From an optimization exercise on the open Yosys and OpenROAD flow, aimed at small area; shortcuts taken in it are not production practice.
The RTL was checked by simulation tests, not by an equivalence proof against the original design.

### flow/flow/run.sh
#!/bin/bash
# The standard layout (standard.sh: the ORFS flow and synthesis, unchanged),
# with changes that only affect buffering and sizing:
#  - the port buffers are the smallest buffer cell instead of clkdlybuf4s50_1
#    (every port still gets its own buffer);
#  - the buffers Yosys/ABC put in are removed at floorplan, as the
#    timing-driven placement would otherwise do;
#  - clock tree synthesis gets the same settings as config.mk gives it, and
#    inserts no dummy loads.
set -euo pipefail
export BUFFER_PORTS_ARGS="-buffer_cell sky130_fd_sc_hd__buf_1"
export REMOVE_ABC_BUFFERS=1
export CTS_ARGS="-sink_clustering_enable -repair_clock_nets -sink_clustering_size 30 -sink_clustering_max_diameter 80 -buf_list sky130_fd_sc_hd__clkbuf_16 -dont_use_dummy_load"
bash standard.sh finish > standard_flow.log 2>&1
### flow/standard.sh
#!/bin/bash
# synth_recipe.tcl (not shown) runs the flow's synth.tcl, then flattens the netlist and writes it again
# the make line also repeats each setting of config.mk as NAME=value (left out here)
make -C /OpenROAD-flow-scripts/flow DESIGN_CONFIG=/design/flow/config.mk WORK_HOME=/design/flow/orfs CLKGATE_MAP_FILE= SYNTH_SCRIPT=/design/flow/synth_recipe.tcl "${@:-finish}"
### flow/config.mk
export PLATFORM = sky130hd
export DESIGN_NAME = accelerate_matrix
export DESIGN_NICKNAME = accelerate_matrix
export VERILOG_FILES = /design/flow/design.v
export SDC_FILE = /design/flow/constraint.sdc
export NUM_CORES = 4
export LEC_CHECK = 0
export ABC_AREA = 1
export CAP_MARGIN = 20
export CORE_MARGIN = 2
export CORE_UTILIZATION = 60
export CTS_BUF_LIST = sky130_fd_sc_hd__clkbuf_16
export CTS_CLUSTER_DIAMETER = 80
export CTS_CLUSTER_SIZE = 30
export GPL_TIMING_DRIVEN = 0
export PLACE_DENSITY = 0.75
export SLEW_MARGIN = 20
export SYNTH_HIERARCHICAL = 1
export SYNTH_MINIMUM_KEEP_SIZE = 0
### flow/constraint.sdc
create_clock -name core_clock -period 10.0 [get_ports {clk}]
set_input_delay 2.0000 -clock core_clock [delete_from_list [all_inputs] [get_ports {clk}]]
set_output_delay 2.0000 -clock core_clock [all_outputs]
set_load 0.01 [all_outputs]
### flow/design.v
`timescale 1ns/10ps
module accelerate_matrix (
    input clk,
    input rst,
    input [31:0]wmatrix,
    input [31:0]xmatrix,
    input [31:0]bias,
    output reg [15:0]out1,
    output reg [15:0]out2,
    output reg [15:0]out3,
    output reg [15:0]out4
);
    reg [3:0] p;
    always @(posedge clk or posedge rst) begin
        if (rst)
            p <= 4'd0;
        else
            p <= (p == 4'd12) ? 4'd0 : p + 4'd1;
    end
    wire ld_w = (p >= 4'd1) && (p <= 4'd4);            
    wire ld_b = (p == 4'd1);                           
    wire ld_p = (p == 4'd1) || (p == 4'd2);            
    wire ld_q = (p == 4'd3) || (p == 4'd4);            
    wire hi   = (p >= 4'd8) && (p <= 4'd11);           
    reg [31:0] r0, r1, r2, r3;
    always @(posedge clk) begin
        r0 <= r1;
        r1 <= r2;
        r2 <= r3;
        r3 <= ld_w ? wmatrix : r0;
    end
    reg [7:0] s0, s1, s2, s3;
    always @(posedge clk) begin
        if (ld_b) begin
            s0 <= bias[31:24];
            s1 <= bias[23:16];
            s2 <= bias[15:8];
            s3 <= bias[7:0];
        end else begin
            s0 <= s1;
            s1 <= s2;
            s2 <= s3;
            s3 <= s0;
        end
    end
    reg [31:0] xp0, xp1, xq0, xq1;
    always @(posedge clk) begin
        xp0 <= xp1;
        xp1 <= ld_p ? xmatrix : xp0;
        xq0 <= xq1;
        xq1 <= ld_q ? xmatrix : xq0;
    end
    wire [31:0] xa = hi ? xq1 : xp1;
    wire [31:0] xb = hi ? xq0 : xp0;
    wire [14:0] ya, yb;
    dot_unit ua (.w(r1), .x(xa), .b(s2), .y(ya));
    dot_unit ub (.w(r1), .x(xb), .b(s2), .y(yb));
    wire ev = ~p[0];
    reg [14:0] e0, e1, e2, e3, e4, o0, o1, o2, o3, o4;
    always @(posedge clk) begin
        e0 <= ev ? ya : yb; e1 <= e0; e2 <= e1; e3 <= e2; e4 <= e3;
        o0 <= ev ? yb : ya; o1 <= o0; o2 <= o1; o3 <= o2; o4 <= o3;
    end
    always @(*) begin
        out1 = {1'b0, e4};
        out2 = {1'b0, o4};
        out3 = {1'b0, e0};
        out4 = {1'b0, o0};
    end
endmodule
module dot_unit (
    input  [31:0] w,
    input  [31:0] x,
    input  [7:0]  b,
    output [14:0] y
);
  wire t1 = ~(w[0] & x[0]);
  wire t2 = ~(w[0] & x[1]);
  wire t3 = ~(w[0] & x[2]);
  wire t4 = ~(w[0] & x[3]);
  wire t5 = ~(w[0] & x[4]);
  wire t6 = ~(w[0] & x[5]);
  wire t7 = ~(w[0] & x[6]);
  wire t8 = ~(w[0] & x[7]);
  wire t9 = ~(w[1] & x[0]);
  wire t10 = ~(w[1] & x[1]);
  wire t11 = ~(w[1] & x[2]);
  wire t12 = ~(w[1] & x[3]);
  wire t13 = ~(w[1] & x[4]);
  wire t14 = ~(w[1] & x[5]);
  wire t15 = ~(w[1] & x[6]);
  wire t16 = ~(w[1] & x[7]);
  wire t17 = ~(w[2] & x[0]);
  wire t18 = ~(w[2] & x[1]);
  wire t19 = ~(w[2] & x[2]);
  wire t20 = ~(w[2] & x[3]);
  wire t21 = ~(w[2] & x[4]);
  wire t22 = ~(w[2] & x[5]);
  wire t23 = ~(w[2] & x[6]);
  wire t24 = ~(w[2] & x[7]);
  wire t25 = ~(w[3] & x[0]);
  wire t26 = ~(w[3] & x[1]);
  wire t27 = ~(w[3] & x[2]);
  wire t28 = ~(w[3] & x[3]);
  wire t29 = ~(w[3] & x[4]);
  wire t30 = ~(w[3] & x[5]);
  wire t31 = ~(w[3] & x[6]);
  wire t32 = ~(w[3] & x[7]);
  wire t33 = ~(w[4] & x[0]);
  wire t34 = ~(w[4] & x[1]);
  wire t35 = ~(w[4] & x[2]);
  wire t36 = ~(w[4] & x[3]);
  wire t37 = ~(w[4] & x[4]);
  wire t38 = ~(w[4] & x[5]);
  wire t39 = ~(w[4] & x[6]);
  wire t40 = ~(w[4] & x[7]);
  wire t41 = ~(w[5] & x[0]);
  wire t42 = ~(w[5] & x[1]);
  wire t43 = ~(w[5] & x[2]);
  wire t44 = ~(w[5] & x[3]);
  wire t45 = ~(w[5] & x[4]);
  wire t46 = ~(w[5] & x[5]);
  wire t47 = ~(w[5] & x[6]);
  wire t48 = ~(w[5] & x[7]);
  wire t49 = ~(w[6] & x[0]);
  wire t50 = ~(w[6] & x[1]);
  wire t51 = ~(w[6] & x[2]);
  wire t52 = ~(w[6] & x[3]);
  wire t53 = ~(w[6] & x[4]);
  wire t54 = ~(w[6] & x[5]);
  wire t55 = ~(w[6] & x[6]);
  wire t56 = ~(w[6] & x[7]);
  wire t57 = ~(w[7] & x[0]);
  wire t58 = ~(w[7] & x[1]);
  wire t59 = ~(w[7] & x[2]);
  wire t60 = ~(w[7] & x[3]);
  wire t61 = ~(w[7] & x[4]);
  wire t62 = ~(w[7] & x[5]);
  wire t63 = ~(w[7] & x[6]);
  wire t64 = ~(w[7] & x[7]);
  wire t65 = ~(w[8] & x[8]);
  wire t66 = ~(w[8] & x[9]);
  wire t67 = ~(w[8] & x[10]);
  wire t68 = ~(w[8] & x[11]);
  wire t69 = ~(w[8] & x[12]);
  wire t70 = ~(w[8] & x[13]);
  wire t71 = ~(w[8] & x[14]);
  wire t72 = ~(w[8] & x[15]);
  wire t73 = ~(w[9] & x[8]);
  wire t74 = ~(w[9] & x[9]);
  wire t75 = ~(w[9] & x[10]);
  wire t76 = ~(w[9] & x[11]);
  wire t77 = ~(w[9] & x[12]);
  wire t78 = ~(w[9] & x[13]);
  wire t79 = ~(w[9] & x[14]);
  wire t80 = ~(w[9] & x[15]);
  wire t81 = ~(w[10] & x[8]);
  wire t82 = ~(w[10] & x[9]);
  wire t83 = ~(w[10] & x[10]);
  wire t84 = ~(w[10] & x[11]);
  wire t85 = ~(w[10] & x[12]);
  wire t86 = ~(w[10] & x[13]);
  wire t87 = ~(w[10] & x[14]);
  wire t88 = ~(w[10] & x[15]);
  wire t89 = ~(w[11] & x[8]);
  wire t90 = ~(w[11] & x[9]);
  wire t91 = ~(w[11] & x[10]);
  wire t92 = ~(w[11] & x[11]);
  wire t93 = ~(w[11] & x[12]);
  wire t94 = ~(w[11] & x[13]);
  wire t95 = ~(w[11] & x[14]);
  wire t96 = ~(w[11] & x[15]);
  wire t97 = ~(w[12] & x[8]);
  wire t98 = ~(w[12] & x[9]);
  wire t99 = ~(w[12] & x[10]);
  wire t100 = ~(w[12] & x[11]);
  wire t101 = ~(w[12] & x[12]);
  wire t102 = ~(w[12] & x[13]);
  wire t103 = ~(w[12] & x[14]);
  wire t104 = ~(w[12] & x[15]);
  wire t105 = ~(w[13] & x[8]);
  wire t106 = ~(w[13] & x[9]);
  wire t107 = ~(w[13] & x[10]);
  wire t108 = ~(w[13] & x[11]);
  wire t109 = ~(w[13] & x[12]);
  wire t110 = ~(w[13] & x[13]);
  wire t111 = ~(w[13] & x[14]);
  wire t112 = ~(w[13] & x[15]);
  wire t113 = ~(w[14] & x[8]);
  wire t114 = ~(w[14] & x[9]);
  wire t115 = ~(w[14] & x[10]);
  wire t116 = ~(w[14] & x[11]);
  wire t117 = ~(w[14] & x[12]);
  wire t118 = ~(w[14] & x[13]);
  wire t119 = ~(w[14] & x[14]);
  wire t120 = ~(w[14] & x[15]);
  wire t121 = ~(w[15] & x[8]);
  wire t122 = ~(w[15] & x[9]);
  wire t123 = ~(w[15] & x[10]);
  wire t124 = ~(w[15] & x[11]);
  wire t125 = ~(w[15] & x[12]);
  wire t126 = ~(w[15] & x[13]);
  wire t127 = ~(w[15] & x[14]);
  wire t128 = ~(w[15] & x[15]);
  wire t129 = ~(w[16] & x[16]);
  wire t130 = ~(w[16] & x[17]);
  wire t131 = ~(w[16] & x[18]);
  wire t132 = ~(w[16] & x[19]);
  wire t133 = ~(w[16] & x[20]);
  wire t134 = ~(w[16] & x[21]);
  wire t135 = ~(w[16] & x[22]);
  wire t136 = ~(w[16] & x[23]);
  wire t137 = ~(w[17] & x[16]);
  wire t138 = ~(w[17] & x[17]);
  wire t139 = ~(w[17] & x[18]);
  wire t140 = ~(w[17] & x[19]);
  wire t141 = ~(w[17] & x[20]);
  wire t142 = ~(w[17] & x[21]);
  wire t143 = ~(w[17] & x[22]);
  wire t144 = ~(w[17] & x[23]);
  wire t145 = ~(w[18] & x[16]);
  wire t146 = ~(w[18] & x[17]);
  wire t147 = ~(w[18] & x[18]);
  wire t148 = ~(w[18] & x[19]);
  wire t149 = ~(w[18] & x[20]);
  wire t150 = ~(w[18] & x[21]);
  wire t151 = ~(w[18] & x[22]);
  wire t152 = ~(w[18] & x[23]);
  wire t153 = ~(w[19] & x[16]);
  wire t154 = ~(w[19] & x[17]);
  wire t155 = ~(w[19] & x[18]);
  wire t156 = ~(w[19] & x[19]);
  wire t157 = ~(w[19] & x[20]);
  wire t158 = ~(w[19] & x[21]);
  wire t159 = ~(w[19] & x[22]);
  wire t160 = ~(w[19] & x[23]);
  wire t161 = ~(w[20] & x[16]);
  wire t162 = ~(w[20] & x[17]);
  wire t163 = ~(w[20] & x[18]);
  wire t164 = ~(w[20] & x[19]);
  wire t165 = ~(w[20] & x[20]);
  wire t166 = ~(w[20] & x[21]);
  wire t167 = ~(w[20] & x[22]);
  wire t168 = ~(w[20] & x[23]);
  wire t169 = ~(w[21] & x[16]);
  wire t170 = ~(w[21] & x[17]);
  wire t171 = ~(w[21] & x[18]);
  wire t172 = ~(w[21] & x[19]);
  wire t173 = ~(w[21] & x[20]);
  wire t174 = ~(w[21] & x[21]);
  wire t175 = ~(w[21] & x[22]);
  wire t176 = ~(w[21] & x[23]);
  wire t177 = ~(w[22] & x[16]);
  wire t178 = ~(w[22] & x[17]);
  wire t179 = ~(w[22] & x[18]);
  wire t180 = ~(w[22] & x[19]);
  wire t181 = ~(w[22] & x[20]);
  wire t182 = ~(w[22] & x[21]);
  wire t183 = ~(w[22] & x[22]);
  wire t184 = ~(w[22] & x[23]);
  wire t185 = ~(w[23] & x[16]);
  wire t186 = ~(w[23] & x[17]);
  wire t187 = ~(w[23] & x[18]);
  wire t188 = ~(w[23] & x[19]);
  wire t189 = ~(w[23] & x[20]);
  wire t190 = ~(w[23] & x[21]);
  wire t191 = ~(w[23] & x[22]);
  wire t192 = ~(w[23] & x[23]);
  wire t193 = ~(w[24] & x[24]);
  wire t194 = ~(w[24] & x[25]);
  wire t195 = ~(w[24] & x[26]);
  wire t196 = ~(w[24] & x[27]);
  wire t197 = ~(w[24] & x[28]);
  wire t198 = ~(w[24] & x[29]);
  wire t199 = ~(w[24] & x[30]);
  wire t200 = ~(w[24] & x[31]);
  wire t201 = ~(w[25] & x[24]);
  wire t202 = ~(w[25] & x[25]);
  wire t203 = ~(w[25] & x[26]);
  wire t204 = ~(w[25] & x[27]);
  wire t205 = ~(w[25] & x[28]);
  wire t206 = ~(w[25] & x[29]);
  wire t207 = ~(w[25] & x[30]);
  wire t208 = ~(w[25] & x[31]);
  wire t209 = ~(w[26] & x[24]);
  wire t210 = ~(w[26] & x[25]);
  wire t211 = ~(w[26] & x[26]);
  wire t212 = ~(w[26] & x[27]);
  wire t213 = ~(w[26] & x[28]);
  wire t214 = ~(w[26] & x[29]);
  wire t215 = ~(w[26] & x[30]);
  wire t216 = ~(w[26] & x[31]);
  wire t217 = ~(w[27] & x[24]);
  wire t218 = ~(w[27] & x[25]);
  wire t219 = ~(w[27] & x[26]);
  wire t220 = ~(w[27] & x[27]);
  wire t221 = ~(w[27] & x[28]);
  wire t222 = ~(w[27] & x[29]);
  wire t223 = ~(w[27] & x[30]);
  wire t224 = ~(w[27] & x[31]);
  wire t225 = ~(w[28] & x[24]);
  wire t226 = ~(w[28] & x[25]);
  wire t227 = ~(w[28] & x[26]);
  wire t228 = ~(w[28] & x[27]);
  wire t229 = ~(w[28] & x[28]);
  wire t230 = ~(w[28] & x[29]);
  wire t231 = ~(w[28] & x[30]);
  wire t232 = ~(w[28] & x[31]);
  wire t233 = ~(w[29] & x[24]);
  wire t234 = ~(w[29] & x[25]);
  wire t235 = ~(w[29] & x[26]);
  wire t236 = ~(w[29] & x[27]);
  wire t237 = ~(w[29] & x[28]);
  wire t238 = ~(w[29] & x[29]);
  wire t239 = ~(w[29] & x[30]);
  wire t240 = ~(w[29] & x[31]);
  wire t241 = ~(w[30] & x[24]);
  wire t242 = ~(w[30] & x[25]);
  wire t243 = ~(w[30] & x[26]);
  wire t244 = ~(w[30] & x[27]);
  wire t245 = ~(w[30] & x[28]);
  wire t246 = ~(w[30] & x[29]);
  wire t247 = ~(w[30] & x[30]);
  wire t248 = ~(w[30] & x[31]);
  wire t249 = ~(w[31] & x[24]);
  wire t250 = ~(w[31] & x[25]);
  wire t251 = ~(w[31] & x[26]);
  wire t252 = ~(w[31] & x[27]);
  wire t253 = ~(w[31] & x[28]);
  wire t254 = ~(w[31] & x[29]);
  wire t255 = ~(w[31] & x[30]);
  wire t256 = ~(w[31] & x[31]);
  wire t257 = ~b[0];
  wire t258 = ~b[1];
  wire t259 = ~b[2];
  wire t260 = ~b[3];
  wire t261 = ~b[4];
  wire t262 = ~b[5];
  wire t263 = ~b[6];
  wire t264 = ~b[7];
  wire t265, t266;
  FA u_t265 (.a(t7), .b(t14), .c(1'b1), .s(t265), .co(t266));
  wire t267, t268;
  FA u_t267 (.a(t8), .b(t15), .c(t22), .s(t267), .co(t268));
  wire t269, t270;
  FA u_t269 (.a(t29), .b(t36), .c(t43), .s(t269), .co(t270));
  wire t271, t272;
  FA u_t271 (.a(t50), .b(t57), .c(t72), .s(t271), .co(t272));
  wire t273, t274;
  FA u_t273 (.a(t16), .b(t23), .c(t30), .s(t273), .co(t274));
  wire t275, t276;
  FA u_t275 (.a(t37), .b(t44), .c(1'b1), .s(t275), .co(t276));
  wire t277, t278;
  FA u_t277 (.a(t5), .b(t12), .c(t19), .s(t277), .co(t278));
  wire t279, t280;
  FA u_t279 (.a(t6), .b(t13), .c(t20), .s(t279), .co(t280));
  wire t281, t282;
  FA u_t281 (.a(t27), .b(t34), .c(t41), .s(t281), .co(t282));
  wire t283, t284;
  FA u_t283 (.a(t70), .b(t77), .c(t84), .s(t283), .co(t284));
  wire t285, t286;
  FA u_t285 (.a(t91), .b(t98), .c(1'b1), .s(t285), .co(t286));
  wire t287, t288;
  FA u_t287 (.a(t265), .b(t21), .c(t28), .s(t287), .co(t288));
  wire t289, t290;
  FA u_t289 (.a(t35), .b(t42), .c(t49), .s(t289), .co(t290));
  wire t291, t292;
  FA u_t291 (.a(t71), .b(t78), .c(t85), .s(t291), .co(t292));
  wire t293, t294;
  FA u_t293 (.a(t92), .b(t99), .c(t106), .s(t293), .co(t294));
  wire t295, t296;
  FA u_t295 (.a(t113), .b(t135), .c(t142), .s(t295), .co(t296));
  wire t297, t298;
  FA u_t297 (.a(t149), .b(t156), .c(t163), .s(t297), .co(t298));
  wire t299, t300;
  FA u_t299 (.a(t170), .b(t177), .c(1'b1), .s(t299), .co(t300));
  wire t301, t302;
  FA u_t301 (.a(t266), .b(t267), .c(t269), .s(t301), .co(t302));
  wire t303, t304;
  FA u_t303 (.a(t271), .b(t79), .c(t86), .s(t303), .co(t304));
  wire t305, t306;
  FA u_t305 (.a(t93), .b(t100), .c(t107), .s(t305), .co(t306));
  wire t307, t308;
  FA u_t307 (.a(t114), .b(t121), .c(t136), .s(t307), .co(t308));
  wire t309, t310;
  FA u_t309 (.a(t143), .b(t150), .c(t157), .s(t309), .co(t310));
  wire t311, t312;
  FA u_t311 (.a(t164), .b(t171), .c(t178), .s(t311), .co(t312));
  wire t313, t314;
  FA u_t313 (.a(t185), .b(t200), .c(t207), .s(t313), .co(t314));
  wire t315, t316;
  FA u_t315 (.a(t214), .b(t221), .c(t228), .s(t315), .co(t316));
  wire t317, t318;
  FA u_t317 (.a(t268), .b(t270), .c(t272), .s(t317), .co(t318));
  wire t319, t320;
  FA u_t319 (.a(t273), .b(t275), .c(t51), .s(t319), .co(t320));
  wire t321, t322;
  FA u_t321 (.a(t58), .b(t80), .c(t87), .s(t321), .co(t322));
  wire t323, t324;
  FA u_t323 (.a(t94), .b(t101), .c(t108), .s(t323), .co(t324));
  wire t325, t326;
  FA u_t325 (.a(t115), .b(t122), .c(t144), .s(t325), .co(t326));
  wire t327, t328;
  FA u_t327 (.a(t151), .b(t158), .c(t165), .s(t327), .co(t328));
  wire t329, t330;
  FA u_t329 (.a(t172), .b(t179), .c(t186), .s(t329), .co(t330));
  wire t331, t332;
  FA u_t331 (.a(t208), .b(t215), .c(t222), .s(t331), .co(t332));
  wire t333, t334;
  FA u_t333 (.a(t229), .b(t236), .c(1'b1), .s(t333), .co(t334));
  wire t335, t336;
  FA u_t335 (.a(t274), .b(t276), .c(t24), .s(t335), .co(t336));
  wire t337, t338;
  FA u_t337 (.a(t31), .b(t38), .c(t45), .s(t337), .co(t338));
  wire t339, t340;
  FA u_t339 (.a(t52), .b(t59), .c(t88), .s(t339), .co(t340));
  wire t341, t342;
  FA u_t341 (.a(t95), .b(t102), .c(t109), .s(t341), .co(t342));
  wire t343, t344;
  FA u_t343 (.a(t116), .b(t123), .c(t152), .s(t343), .co(t344));
  wire t345, t346;
  FA u_t345 (.a(t159), .b(t166), .c(t173), .s(t345), .co(t346));
  wire t347, t348;
  FA u_t347 (.a(t180), .b(t187), .c(t216), .s(t347), .co(t348));
  wire t349, t350;
  FA u_t349 (.a(t223), .b(t230), .c(t237), .s(t349), .co(t350));
  wire t351, t352;
  FA u_t351 (.a(t32), .b(t39), .c(t46), .s(t351), .co(t352));
  wire t353, t354;
  FA u_t353 (.a(t53), .b(t60), .c(t96), .s(t353), .co(t354));
  wire t355, t356;
  FA u_t355 (.a(t103), .b(t110), .c(t117), .s(t355), .co(t356));
  wire t357, t358;
  FA u_t357 (.a(t124), .b(t160), .c(t167), .s(t357), .co(t358));
  wire t359, t360;
  FA u_t359 (.a(t174), .b(t181), .c(1'b1), .s(t359), .co(t360));
  wire t361, t362;
  FA u_t361 (.a(t40), .b(t47), .c(t54), .s(t361), .co(t362));
  wire t363, t364;
  FA u_t363 (.a(t4), .b(t11), .c(t18), .s(t363), .co(t364));
  wire t365, t366;
  FA u_t365 (.a(t25), .b(t68), .c(t75), .s(t365), .co(t366));
  wire t367, t368;
  FA u_t367 (.a(t277), .b(t26), .c(t33), .s(t367), .co(t368));
  wire t369, t370;
  FA u_t369 (.a(t69), .b(t76), .c(t83), .s(t369), .co(t370));
  wire t371, t372;
  FA u_t371 (.a(t90), .b(t97), .c(t133), .s(t371), .co(t372));
  wire t373, t374;
  FA u_t373 (.a(t140), .b(t147), .c(t154), .s(t373), .co(t374));
  wire t375, t376;
  FA u_t375 (.a(t278), .b(t279), .c(t281), .s(t375), .co(t376));
  wire t377, t378;
  FA u_t377 (.a(t283), .b(t285), .c(t105), .s(t377), .co(t378));
  wire t379, t380;
  FA u_t379 (.a(t134), .b(t141), .c(t148), .s(t379), .co(t380));
  wire t381, t382;
  FA u_t381 (.a(t155), .b(t162), .c(t169), .s(t381), .co(t382));
  wire t383, t384;
  FA u_t383 (.a(t198), .b(t205), .c(t212), .s(t383), .co(t384));
  wire t385, t386;
  FA u_t385 (.a(t280), .b(t282), .c(t284), .s(t385), .co(t386));
  wire t387, t388;
  FA u_t387 (.a(t286), .b(t287), .c(t289), .s(t387), .co(t388));
  wire t389, t390;
  FA u_t389 (.a(t291), .b(t293), .c(t295), .s(t389), .co(t390));
  wire t391, t392;
  FA u_t391 (.a(t297), .b(t299), .c(t199), .s(t391), .co(t392));
  wire t393, t394;
  FA u_t393 (.a(t206), .b(t213), .c(t220), .s(t393), .co(t394));
  wire t395, t396;
  FA u_t395 (.a(t227), .b(t234), .c(1'b1), .s(t395), .co(t396));
  wire t397, t398;
  FA u_t397 (.a(t288), .b(t290), .c(t292), .s(t397), .co(t398));
  wire t399, t400;
  FA u_t399 (.a(t294), .b(t296), .c(t298), .s(t399), .co(t400));
  wire t401, t402;
  FA u_t401 (.a(t300), .b(t301), .c(t303), .s(t401), .co(t402));
  wire t403, t404;
  FA u_t403 (.a(t305), .b(t307), .c(t309), .s(t403), .co(t404));
  wire t405, t406;
  FA u_t405 (.a(t311), .b(t313), .c(t315), .s(t405), .co(t406));
  wire t407, t408;
  FA u_t407 (.a(t235), .b(t242), .c(t249), .s(t407), .co(t408));
  wire t409, t410;
  FA u_t409 (.a(t302), .b(t304), .c(t306), .s(t409), .co(t410));
  wire t411, t412;
  FA u_t411 (.a(t308), .b(t310), .c(t312), .s(t411), .co(t412));
  wire t413, t414;
  FA u_t413 (.a(t314), .b(t316), .c(t317), .s(t413), .co(t414));
  wire t415, t416;
  FA u_t415 (.a(t319), .b(t321), .c(t323), .s(t415), .co(t416));
  wire t417, t418;
  FA u_t417 (.a(t325), .b(t327), .c(t329), .s(t417), .co(t418));
  wire t419, t420;
  FA u_t419 (.a(t331), .b(t333), .c(t243), .s(t419), .co(t420));
  wire t421, t422;
  FA u_t421 (.a(t318), .b(t320), .c(t322), .s(t421), .co(t422));
  wire t423, t424;
  FA u_t423 (.a(t324), .b(t326), .c(t328), .s(t423), .co(t424));
  wire t425, t426;
  FA u_t425 (.a(t330), .b(t332), .c(t334), .s(t425), .co(t426));
  wire t427, t428;
  FA u_t427 (.a(t335), .b(t337), .c(t339), .s(t427), .co(t428));
  wire t429, t430;
  FA u_t429 (.a(t341), .b(t343), .c(t345), .s(t429), .co(t430));
  wire t431, t432;
  FA u_t431 (.a(t347), .b(t349), .c(t244), .s(t431), .co(t432));
  wire t433, t434;
  FA u_t433 (.a(t336), .b(t338), .c(t340), .s(t433), .co(t434));
  wire t435, t436;
  FA u_t435 (.a(t342), .b(t344), .c(t346), .s(t435), .co(t436));
  wire t437, t438;
  FA u_t437 (.a(t348), .b(t350), .c(t351), .s(t437), .co(t438));
  wire t439, t440;
  FA u_t439 (.a(t353), .b(t355), .c(t357), .s(t439), .co(t440));
  wire t441, t442;
  FA u_t441 (.a(t359), .b(t188), .c(t224), .s(t441), .co(t442));
  wire t443, t444;
  FA u_t443 (.a(t231), .b(t238), .c(t245), .s(t443), .co(t444));
  wire t445, t446;
  FA u_t445 (.a(t352), .b(t354), .c(t356), .s(t445), .co(t446));
  wire t447, t448;
  FA u_t447 (.a(t358), .b(t360), .c(t361), .s(t447), .co(t448));
  wire t449, t450;
  FA u_t449 (.a(t61), .b(t104), .c(t111), .s(t449), .co(t450));
  wire t451, t452;
  FA u_t451 (.a(t118), .b(t125), .c(t168), .s(t451), .co(t452));
  wire t453, t454;
  FA u_t453 (.a(t175), .b(t182), .c(t189), .s(t453), .co(t454));
  wire t455, t456;
  FA u_t455 (.a(t232), .b(t239), .c(t246), .s(t455), .co(t456));
  wire t457, t458;
  FA u_t457 (.a(t362), .b(t48), .c(t55), .s(t457), .co(t458));
  wire t459, t460;
  FA u_t459 (.a(t62), .b(t112), .c(t119), .s(t459), .co(t460));
  wire t461, t462;
  FA u_t461 (.a(t126), .b(t176), .c(t183), .s(t461), .co(t462));
  wire t463, t464;
  FA u_t463 (.a(t3), .b(t10), .c(t17), .s(t463), .co(t464));
  wire t465, t466;
  FA u_t465 (.a(t67), .b(t74), .c(t81), .s(t465), .co(t466));
  wire t467, t468;
  FA u_t467 (.a(t363), .b(t365), .c(t82), .s(t467), .co(t468));
  wire t469, t470;
  FA u_t469 (.a(t89), .b(t132), .c(t139), .s(t469), .co(t470));
  wire t471, t472;
  FA u_t471 (.a(t146), .b(t153), .c(t196), .s(t471), .co(t472));
  wire t473, t474;
  FA u_t473 (.a(t364), .b(t366), .c(t367), .s(t473), .co(t474));
  wire t475, t476;
  FA u_t475 (.a(t369), .b(t371), .c(t373), .s(t475), .co(t476));
  wire t477, t478;
  FA u_t477 (.a(t161), .b(t197), .c(t204), .s(t477), .co(t478));
  wire t479, t480;
  FA u_t479 (.a(t211), .b(t218), .c(1'b1), .s(t479), .co(t480));
  wire t481, t482;
  FA u_t481 (.a(t368), .b(t370), .c(t372), .s(t481), .co(t482));
  wire t483, t484;
  FA u_t483 (.a(t374), .b(t375), .c(t377), .s(t483), .co(t484));
  wire t485, t486;
  FA u_t485 (.a(t379), .b(t381), .c(t383), .s(t485), .co(t486));
  wire t487, t488;
  FA u_t487 (.a(t219), .b(t226), .c(t233), .s(t487), .co(t488));
  wire t489, t490;
  FA u_t489 (.a(t376), .b(t378), .c(t380), .s(t489), .co(t490));
  wire t491, t492;
  FA u_t491 (.a(t382), .b(t384), .c(t385), .s(t491), .co(t492));
  wire t493, t494;
  FA u_t493 (.a(t387), .b(t389), .c(t391), .s(t493), .co(t494));
  wire t495, t496;
  FA u_t495 (.a(t393), .b(t395), .c(t241), .s(t495), .co(t496));
  wire t497, t498;
  FA u_t497 (.a(t386), .b(t388), .c(t390), .s(t497), .co(t498));
  wire t499, t500;
  FA u_t499 (.a(t392), .b(t394), .c(t396), .s(t499), .co(t500));
  wire t501, t502;
  FA u_t501 (.a(t397), .b(t399), .c(t401), .s(t501), .co(t502));
  wire t503, t504;
  FA u_t503 (.a(t403), .b(t405), .c(t407), .s(t503), .co(t504));
  wire t505, t506;
  FA u_t505 (.a(t398), .b(t400), .c(t402), .s(t505), .co(t506));
  wire t507, t508;
  FA u_t507 (.a(t404), .b(t406), .c(t408), .s(t507), .co(t508));
  wire t509, t510;
  FA u_t509 (.a(t409), .b(t411), .c(t413), .s(t509), .co(t510));
  wire t511, t512;
  FA u_t511 (.a(t415), .b(t417), .c(t419), .s(t511), .co(t512));
  wire t513, t514;
  FA u_t513 (.a(t410), .b(t412), .c(t414), .s(t513), .co(t514));
  wire t515, t516;
  FA u_t515 (.a(t416), .b(t418), .c(t420), .s(t515), .co(t516));
  wire t517, t518;
  FA u_t517 (.a(t421), .b(t423), .c(t425), .s(t517), .co(t518));
  wire t519, t520;
  FA u_t519 (.a(t427), .b(t429), .c(t431), .s(t519), .co(t520));
  wire t521, t522;
  FA u_t521 (.a(t422), .b(t424), .c(t426), .s(t521), .co(t522));
  wire t523, t524;
  FA u_t523 (.a(t428), .b(t430), .c(t432), .s(t523), .co(t524));
  wire t525, t526;
  FA u_t525 (.a(t433), .b(t435), .c(t437), .s(t525), .co(t526));
  wire t527, t528;
  FA u_t527 (.a(t439), .b(t441), .c(t443), .s(t527), .co(t528));
  wire t529, t530;
  FA u_t529 (.a(t434), .b(t436), .c(t438), .s(t529), .co(t530));
  wire t531, t532;
  FA u_t531 (.a(t440), .b(t442), .c(t444), .s(t531), .co(t532));
  wire t533, t534;
  FA u_t533 (.a(t445), .b(t447), .c(t449), .s(t533), .co(t534));
  wire t535, t536;
  FA u_t535 (.a(t451), .b(t453), .c(t455), .s(t535), .co(t536));
  wire t537, t538;
  FA u_t537 (.a(t446), .b(t448), .c(t450), .s(t537), .co(t538));
  wire t539, t540;
  FA u_t539 (.a(t452), .b(t454), .c(t456), .s(t539), .co(t540));
  wire t541, t542;
  FA u_t541 (.a(t457), .b(t459), .c(t461), .s(t541), .co(t542));
  wire t543, t544;
  FA u_t543 (.a(t190), .b(t240), .c(t247), .s(t543), .co(t544));
  wire t545, t546;
  FA u_t545 (.a(t458), .b(t460), .c(t462), .s(t545), .co(t546));
  wire t547, t548;
  FA u_t547 (.a(t56), .b(t63), .c(t120), .s(t547), .co(t548));
  wire t549, t550;
  FA u_t549 (.a(t127), .b(t184), .c(t191), .s(t549), .co(t550));
  wire t551, t552;
  FA u_t551 (.a(t2), .b(t9), .c(t66), .s(t551), .co(t552));
  wire t553, t554;
  FA u_t553 (.a(t73), .b(t130), .c(1'b1), .s(t553), .co(t554));
  wire t555, t556;
  FA u_t555 (.a(t463), .b(t465), .c(t131), .s(t555), .co(t556));
  wire t557, t558;
  FA u_t557 (.a(t138), .b(t145), .c(t195), .s(t557), .co(t558));
  wire t559, t560;
  FA u_t559 (.a(t202), .b(t209), .c(1'b1), .s(t559), .co(t560));
  wire t561, t562;
  FA u_t561 (.a(t464), .b(t466), .c(t467), .s(t561), .co(t562));
  wire t563, t564;
  FA u_t563 (.a(t469), .b(t471), .c(t203), .s(t563), .co(t564));
  wire t565, t566;
  FA u_t565 (.a(t210), .b(t217), .c(t260), .s(t565), .co(t566));
  wire t567, t568;
  FA u_t567 (.a(t468), .b(t470), .c(t472), .s(t567), .co(t568));
  wire t569, t570;
  FA u_t569 (.a(t473), .b(t475), .c(t477), .s(t569), .co(t570));
  wire t571, t572;
  FA u_t571 (.a(t479), .b(t225), .c(t261), .s(t571), .co(t572));
  wire t573, t574;
  FA u_t573 (.a(t474), .b(t476), .c(t478), .s(t573), .co(t574));
  wire t575, t576;
  FA u_t575 (.a(t480), .b(t481), .c(t483), .s(t575), .co(t576));
  wire t577, t578;
  FA u_t577 (.a(t485), .b(t487), .c(t262), .s(t577), .co(t578));
  wire t579, t580;
  FA u_t579 (.a(t482), .b(t484), .c(t486), .s(t579), .co(t580));
  wire t581, t582;
  FA u_t581 (.a(t488), .b(t489), .c(t491), .s(t581), .co(t582));
  wire t583, t584;
  FA u_t583 (.a(t493), .b(t495), .c(t263), .s(t583), .co(t584));
  wire t585, t586;
  FA u_t585 (.a(t490), .b(t492), .c(t494), .s(t585), .co(t586));
  wire t587, t588;
  FA u_t587 (.a(t496), .b(t497), .c(t499), .s(t587), .co(t588));
  wire t589, t590;
  FA u_t589 (.a(t501), .b(t503), .c(t264), .s(t589), .co(t590));
  wire t591, t592;
  FA u_t591 (.a(t498), .b(t500), .c(t502), .s(t591), .co(t592));
  wire t593, t594;
  FA u_t593 (.a(t504), .b(t505), .c(t507), .s(t593), .co(t594));
  wire t595, t596;
  FA u_t595 (.a(t509), .b(t511), .c(t250), .s(t595), .co(t596));
  wire t597, t598;
  FA u_t597 (.a(t506), .b(t508), .c(t510), .s(t597), .co(t598));
  wire t599, t600;
  FA u_t599 (.a(t512), .b(t513), .c(t515), .s(t599), .co(t600));
  wire t601, t602;
  FA u_t601 (.a(t517), .b(t519), .c(t251), .s(t601), .co(t602));
  wire t603, t604;
  FA u_t603 (.a(t514), .b(t516), .c(t518), .s(t603), .co(t604));
  wire t605, t606;
  FA u_t605 (.a(t520), .b(t521), .c(t523), .s(t605), .co(t606));
  wire t607, t608;
  FA u_t607 (.a(t525), .b(t527), .c(t252), .s(t607), .co(t608));
  wire t609, t610;
  FA u_t609 (.a(t522), .b(t524), .c(t526), .s(t609), .co(t610));
  wire t611, t612;
  FA u_t611 (.a(t528), .b(t529), .c(t531), .s(t611), .co(t612));
  wire t613, t614;
  FA u_t613 (.a(t533), .b(t535), .c(t253), .s(t613), .co(t614));
  wire t615, t616;
  FA u_t615 (.a(t530), .b(t532), .c(t534), .s(t615), .co(t616));
  wire t617, t618;
  FA u_t617 (.a(t536), .b(t537), .c(t539), .s(t617), .co(t618));
  wire t619, t620;
  FA u_t619 (.a(t541), .b(t543), .c(t254), .s(t619), .co(t620));
  wire t621, t622;
  FA u_t621 (.a(t538), .b(t540), .c(t542), .s(t621), .co(t622));
  wire t623, t624;
  FA u_t623 (.a(t544), .b(t545), .c(t547), .s(t623), .co(t624));
  wire t625, t626;
  FA u_t625 (.a(t549), .b(t248), .c(t255), .s(t625), .co(t626));
  wire t627, t628;
  FA u_t627 (.a(t546), .b(t548), .c(t550), .s(t627), .co(t628));
  wire t629, t630;
  FA u_t629 (.a(t64), .b(t128), .c(t192), .s(t629), .co(t630));
  wire t631, t632;
  FA u_t631 (.a(t1), .b(t65), .c(1'b1), .s(t631), .co(t632));
  wire t633, t634;
  FA u_t633 (.a(t551), .b(t553), .c(t137), .s(t633), .co(t634));
  wire t635, t636;
  FA u_t635 (.a(t194), .b(t201), .c(1'b1), .s(t635), .co(t636));
  wire t637, t638;
  FA u_t637 (.a(t552), .b(t554), .c(t555), .s(t637), .co(t638));
  wire t639, t640;
  FA u_t639 (.a(t557), .b(t559), .c(t259), .s(t639), .co(t640));
  wire t641, t642;
  FA u_t641 (.a(t556), .b(t558), .c(t560), .s(t641), .co(t642));
  wire t643, t644;
  FA u_t643 (.a(t561), .b(t563), .c(t565), .s(t643), .co(t644));
  wire t645, t646;
  FA u_t645 (.a(t562), .b(t564), .c(t566), .s(t645), .co(t646));
  wire t647, t648;
  FA u_t647 (.a(t567), .b(t569), .c(t571), .s(t647), .co(t648));
  wire t649, t650;
  FA u_t649 (.a(t568), .b(t570), .c(t572), .s(t649), .co(t650));
  wire t651, t652;
  FA u_t651 (.a(t573), .b(t575), .c(t577), .s(t651), .co(t652));
  wire t653, t654;
  FA u_t653 (.a(t574), .b(t576), .c(t578), .s(t653), .co(t654));
  wire t655, t656;
  FA u_t655 (.a(t579), .b(t581), .c(t583), .s(t655), .co(t656));
  wire t657, t658;
  FA u_t657 (.a(t580), .b(t582), .c(t584), .s(t657), .co(t658));
  wire t659, t660;
  FA u_t659 (.a(t585), .b(t587), .c(t589), .s(t659), .co(t660));
  wire t661, t662;
  FA u_t661 (.a(t586), .b(t588), .c(t590), .s(t661), .co(t662));
  wire t663, t664;
  FA u_t663 (.a(t591), .b(t593), .c(t595), .s(t663), .co(t664));
  wire t665, t666;
  FA u_t665 (.a(t592), .b(t594), .c(t596), .s(t665), .co(t666));
  wire t667, t668;
  FA u_t667 (.a(t597), .b(t599), .c(t601), .s(t667), .co(t668));
  wire t669, t670;
  FA u_t669 (.a(t598), .b(t600), .c(t602), .s(t669), .co(t670));
  wire t671, t672;
  FA u_t671 (.a(t603), .b(t605), .c(t607), .s(t671), .co(t672));
  wire t673, t674;
  FA u_t673 (.a(t604), .b(t606), .c(t608), .s(t673), .co(t674));
  wire t675, t676;
  FA u_t675 (.a(t609), .b(t611), .c(t613), .s(t675), .co(t676));
  wire t677, t678;
  FA u_t677 (.a(t610), .b(t612), .c(t614), .s(t677), .co(t678));
  wire t679, t680;
  FA u_t679 (.a(t615), .b(t617), .c(t619), .s(t679), .co(t680));
  wire t681, t682;
  FA u_t681 (.a(t616), .b(t618), .c(t620), .s(t681), .co(t682));
  wire t683, t684;
  FA u_t683 (.a(t621), .b(t623), .c(t625), .s(t683), .co(t684));
  wire t685, t686;
  FA u_t685 (.a(t622), .b(t624), .c(t626), .s(t685), .co(t686));
  wire t687, t688;
  FA u_t687 (.a(t627), .b(t629), .c(t256), .s(t687), .co(t688));
  wire t689, t690;
  FA u_t689 (.a(t631), .b(t129), .c(1'b1), .s(t689), .co(t690));
  wire t691, t692;
  FA u_t691 (.a(t632), .b(t633), .c(t635), .s(t691), .co(t692));
  wire t693, t694;
  FA u_t693 (.a(t634), .b(t636), .c(t637), .s(t693), .co(t694));
  wire t695, t696;
  FA u_t695 (.a(t638), .b(t640), .c(t641), .s(t695), .co(t696));
  wire t697, t698;
  FA u_t697 (.a(t642), .b(t644), .c(t645), .s(t697), .co(t698));
  wire t699, t700;
  FA u_t699 (.a(t646), .b(t648), .c(t649), .s(t699), .co(t700));
  wire t701, t702;
  FA u_t701 (.a(t650), .b(t652), .c(t653), .s(t701), .co(t702));
  wire t703, t704;
  FA u_t703 (.a(t654), .b(t656), .c(t657), .s(t703), .co(t704));
  wire t705, t706;
  FA u_t705 (.a(t658), .b(t660), .c(t661), .s(t705), .co(t706));
  wire t707, t708;
  FA u_t707 (.a(t662), .b(t664), .c(t665), .s(t707), .co(t708));
  wire t709, t710;
  FA u_t709 (.a(t666), .b(t668), .c(t669), .s(t709), .co(t710));
  wire t711, t712;
  FA u_t711 (.a(t670), .b(t672), .c(t673), .s(t711), .co(t712));
  wire t713, t714;
  FA u_t713 (.a(t674), .b(t676), .c(t677), .s(t713), .co(t714));
  wire t715, t716;
  FA u_t715 (.a(t678), .b(t680), .c(t681), .s(t715), .co(t716));
  wire t717, t718;
  FA u_t717 (.a(t682), .b(t684), .c(t685), .s(t717), .co(t718));
  wire t719, t720;
  FA u_t719 (.a(t686), .b(t688), .c(t628), .s(t719), .co(t720));
  wire t721, t722;
  FA u_t721 (.a(t689), .b(t193), .c(1'b1), .s(t721), .co(t722));
  wire t723, t724;
  FA u_t723 (.a(t690), .b(t691), .c(t258), .s(t723), .co(t724));
  wire t725, t726;
  FA u_t725 (.a(t692), .b(t693), .c(t639), .s(t725), .co(t726));
  wire t727, t728;
  FA u_t727 (.a(t694), .b(t695), .c(t643), .s(t727), .co(t728));
  wire t729, t730;
  FA u_t729 (.a(t696), .b(t697), .c(t647), .s(t729), .co(t730));
  wire t731, t732;
  FA u_t731 (.a(t698), .b(t699), .c(t651), .s(t731), .co(t732));
  wire t733, t734;
  FA u_t733 (.a(t700), .b(t701), .c(t655), .s(t733), .co(t734));
  wire t735, t736;
  FA u_t735 (.a(t702), .b(t703), .c(t659), .s(t735), .co(t736));
  wire t737, t738;
  FA u_t737 (.a(t704), .b(t705), .c(t663), .s(t737), .co(t738));
  wire t739, t740;
  FA u_t739 (.a(t706), .b(t707), .c(t667), .s(t739), .co(t740));
  wire t741, t742;
  FA u_t741 (.a(t708), .b(t709), .c(t671), .s(t741), .co(t742));
  wire t743, t744;
  FA u_t743 (.a(t710), .b(t711), .c(t675), .s(t743), .co(t744));
  wire t745, t746;
  FA u_t745 (.a(t712), .b(t713), .c(t679), .s(t745), .co(t746));
  wire t747, t748;
  FA u_t747 (.a(t714), .b(t715), .c(t683), .s(t747), .co(t748));
  wire t749, t750;
  FA u_t749 (.a(t716), .b(t717), .c(t687), .s(t749), .co(t750));
  wire t751, t752;
  FA u_t751 (.a(t718), .b(t719), .c(t630), .s(t751), .co(t752));
  wire t753, t754;
  FA u_t753 (.a(t721), .b(t257), .c(1'b1), .s(t753), .co(t754));
  wire t755, t756;
  FA u_t755 (.a(t722), .b(t723), .c(t754), .s(t755), .co(t756));
  wire t757, t758;
  FA u_t757 (.a(t724), .b(t725), .c(t756), .s(t757), .co(t758));
  wire t759, t760;
  FA u_t759 (.a(t726), .b(t727), .c(t758), .s(t759), .co(t760));
  wire t761, t762;
  FA u_t761 (.a(t728), .b(t729), .c(t760), .s(t761), .co(t762));
  wire t763, t764;
  FA u_t763 (.a(t730), .b(t731), .c(t762), .s(t763), .co(t764));
  wire t765, t766;
  FA u_t765 (.a(t732), .b(t733), .c(t764), .s(t765), .co(t766));
  wire t767, t768;
  FA u_t767 (.a(t734), .b(t735), .c(t766), .s(t767), .co(t768));
  wire t769, t770;
  FA u_t769 (.a(t736), .b(t737), .c(t768), .s(t769), .co(t770));
  wire t771, t772;
  FA u_t771 (.a(t738), .b(t739), .c(t770), .s(t771), .co(t772));
  wire t773, t774;
  FA u_t773 (.a(t740), .b(t741), .c(t772), .s(t773), .co(t774));
  wire t775, t776;
  FA u_t775 (.a(t742), .b(t743), .c(t774), .s(t775), .co(t776));
  wire t777, t778;
  FA u_t777 (.a(t744), .b(t745), .c(t776), .s(t777), .co(t778));
  wire t779, t780;
  FA u_t779 (.a(t746), .b(t747), .c(t778), .s(t779), .co(t780));
  wire t781, t782;
  FA u_t781 (.a(t748), .b(t749), .c(t780), .s(t781), .co(t782));
  wire t783 = t750 ^ t751 ^ t782;
  wire [15:0] sn;   
  assign sn[0] = t753;
  assign sn[1] = t755;
  assign sn[2] = t757;
  assign sn[3] = t759;
  assign sn[4] = t761;
  assign sn[5] = t763;
  assign sn[6] = t765;
  assign sn[7] = t767;
  assign sn[8] = t769;
  assign sn[9] = t771;
  assign sn[10] = t773;
  assign sn[11] = t775;
  assign sn[12] = t777;
  assign sn[13] = t779;
  assign sn[14] = t781;
  assign sn[15] = t783;
  assign y = sn[15] ? ~sn[14:0] : 15'd0;
endmodule
module FA (input a, input b, input c, output s, output co);
  assign s  = a ^ b ^ c;
  assign co = (a & b) | (a & c) | (b & c);
endmodule
==> results.cfg <==
[run_status]
outcome = no timing/DRC/antenna violations

[clock_tree]
clkTransAtPathRegs_ps = 100
insertion_delay_ps = 560
cts-root-buf = clkbuf_16
cts.path.max_buffers = 3
postCtsHoldBufs = 0
cts_tree = yes
cts_htree_levels = 1
cts_sinks = 442
cts_buffers = 20

[worst_setup_path]
max_stage_delay_ps = 600
critPathMaxFanout = 36
crit_slowest_cell = fa_1
cp.required_ps = 10470
critPathKind = reg -> reg
endpoint_kind = register
worstPathArrival_ps = 10210
ff2ff_path_depth = 29
startpoint_type = register
crit_top_cell = fa_1

[sta]
fmax_mhz = 103
clock_skew_ps = 40.7
tightestPinTransition_ps = 1100
maxSlewHeadroom_pct = 26.3
final.setup.worst_slack_ps = 266
setup_viol = 0
finalHoldViolCount = 0
slew_violations = 0
fin_hold_ws_ps = 305
period_share_pct = 97.3
period_needed_ps = 9730

[route]
routed_wl_mm = 64.1
postRouteAntennaNets = 0
vias = 17251
route.detailed.drc = 0
drtIter0Drc = 1724
dr.pass1.iters = 7
wl_per_cell_um = 21.4
viasPerCell = 5.77

[placed_design]
dp_cells = 2954
port_buffers = 157
hpwlAfterDp_mm = 46.6
placed_area_sq_um = 25900
gp_congestion = 0.948
place_worst_setup_slack_ps = -1650

[flow_run]
cap_violations = 0

[synth]
synth.distinct_cells = 20
yosys.area.top_type_share_pct = 41.2
synth.area.top_cells = fa_1, dfxtp_1, nand2_1
syn_inst = 2424
avgSynthCellArea_sq_um = 10.4
ys_seq_elements = 442
netlist_area_sq_um = 25200
yosysSeqAreaShare_pct = 35.2
yosysWarnings = 7
yosysTopAreaCell = fa_1

[floorplan]
num_io_pins = 162
core.rowCount = 75
die_w_um = 209
core_sq_um = 41700
start_util_pct = 60.5
fp.dieH_um = 209
die-area_sq_um = 43600

[global_routing]
grtUsageTotal_pct = 30.4
grt_max_degree = 53
grt_overflow = 0
grt_pass1_vias = 18565
antenna_found_initial = 0
grt_pass1_wl_mm = 101

[cells_and_area]
finalNonFillerCells = 2991
areaGrowthSynthToFinish_pct = 6.66
num_antenna_cells = 0
drive_gt1_share_pct = 4.73
final_nets = 3074
final_cell_area_sq_um = 26900

[hold_path]
min_path_type = reg -> reg
hold_depth = 0
logic make-up (layout without fill, tap and decap cells):
| logic type | count (synthesis) | in the layout | synth area share (%) |
|---|---|---|---|
| AO/OA/AOI/OAI | 32 | 32 | 0.636 |
| adder cells (fa/ha/maj) | 522 | 522 | 41.4 |
| buffers and inverters | 247 | 239 | 3.94 |
| flip-flops | 442 | 442 | 35.2 |
| other | 3 | 34 | 0.0447 |
| AND/OR/NAND/NOR | 1178 | 1183 | 18.8 |
state kept, by name, summed over array words and instances, names as in the netlist, 8 cells and up:
register	flops
e0	15
e1	15
e2	15
e3	15
e4	15
o0	15
o1	15
o2	15
o3	15
o4	15
r0	32
r1	32
r2	32
r3	32
s0	8
s1	8
s2	8
s3	8
xp0	32
xp1	32
xq0	32
xq1	32
critical path: cells and delay by family (launching register included):
| kind | cells | cell delay, ps |
|---|---|---|
| adders and majority gates | 18 | 7530 |
| and+or+nand+nor | 7 | 1060 |
| DFF | 1 | 540 |
| buffers and inverters | 3 | 320 |
| AOI/OAI and AO/OA | 1 | 160 |
cells in the mapped netlist, drive strengths merged:
| cell | count |
|---|---|
| conb | 3 |
| dfxtp | 438 |
| dfrtp | 4 |
| or2 | 1 |
| inv | 46 |
| nand2 | 946 |
| nor2 | 33 |
| nand3 | 198 |
| clkbuf | 156 |
| o21ai | 32 |
| fa | 518 |
| buf | 45 |
| ha | 4 |
what timing repair did:
item / 4_1_cts / 5_1_grt
gates cloned: 3 / 3
setup buffers: 6 / 5
setup endpoints to repair: 30 / 30
pin swaps: 1 / 14
resized for setup: 25 / 56
area by class of cell:
| type | count | area, sq um |
|---|---|---|
| Clock buffer | 20 | 500 |
| Fill cell | 3297 | 14800 |
| Inverter | 46 | 185 |
| Multi-Input combinational cell | 1771 | 15800 |
| Sequential cell | 442 | 8880 |
| Tap cell | 539 | 674 |
| Timing Repair Buffer | 172 | 820 |
| Timing Repair inverter | 1 | 8.76 |
metal layers:
metal | routed length (um) | global-route usage, %
met5 | 0 | 0
met4 | 4320 | 17.5
met3 | 6180 | 6.30
met2 | 29800 | 48.4
met1 | 23800 | 39.0
per-stage QoR:
stage,util [%],TNS (ps)
6_report,64.5,0
5_1_grt,64.5,-210
4_1_cts,63.8,0
3_5_place_dp,62.2,-46760
3_3_place_gp,61.8,-106520
2_1_floorplan,-,-37260
Yosys stat by module, one instance, submodules excluded:
module / cells / flops+latches / cell area, sq um
dot_unit: 354 / 0 / 1370
FA: 1 / 0 / 20.0
accelerate_matrix: 1198 / 442 / 12100
path summary, 6_finish.rpt:
| kind | startpoint | to | slack (ps) |
|---|---|---|---|
| hold reg to reg | e2[3]$_DFF_P_ | e3[3]$_DFF_P_ | 310 |
| setup reg to reg | p[2]$_DFF_PP0_ | e0[9]$_DFF_P_ | 270 |
| max in group asynchronous | rst | p[0]$_DFF_PP0_ | 8500 |
| min in group asynchronous | rst | p[3]$_DFF_PP0_ | 1310 |
| setup / recovery | p[2]$_DFF_PP0_ | e0[9]$_DFF_P_ | 270 |
| hold / removal | e2[3]$_DFF_P_ | e3[3]$_DFF_P_ | 310 |
cells in the final DEF (no fill, tap or decap):
master       n
inv_12       1
clkbuf_16   20
dfrtp_2      1
dfxtp_2      1
o21ai_0     25
o21ai_1      7
dfrtp_4      2
nand2_4     17
nand2_8      5
or2_2        1
nand3_4      3
dfrtp_1      1
buf_16       4
buf_12       3
ha_1         3
nand3_1    195
nand2_2     19
nor2_4       8
inv_6        1
nor2_1      10
buf_1      157
dfxtp_1    437
nand2_1    910
nor2_2      15
fa_2         6
inv_1       45
ha_2         1
conb_1      34
fa_1       512
buf_4        8

[afterwards: timing with drivers on the ports]
No port has a modelled driver above. Below, the same layout with a new extraction and two added sets of constraints. Step 1 (the two cells are an assumption about what drives the block):
set clk [get_ports {clk}]
set_driving_cell -lib_cell sky130_fd_sc_hd__clkbuf_16 $clk
set_driving_cell -lib_cell sky130_fd_sc_hd__buf_2 [delete_from_list [all_inputs] $clk]
Step 2 also shifts input and output timing later by t, the mid clock arrival at the registers, as if the neighbouring blocks saw the same clock. Three values: ideal, step 1, step 2; two values: the first two.
t (ns): 0.597
setup WS [ns]: 0.266 / 0.266 / 0.266
latest minus earliest clock arrival (ns): 0.042 / 0.041
worst slew at a driven data input, ns: 0.06
pins driven straight from the clock port: 1
After both steps this run still meets setup and hold. For this run, drivers alone change the setup slack by 0.000 ns; drivers and shift together by 0.000 ns.
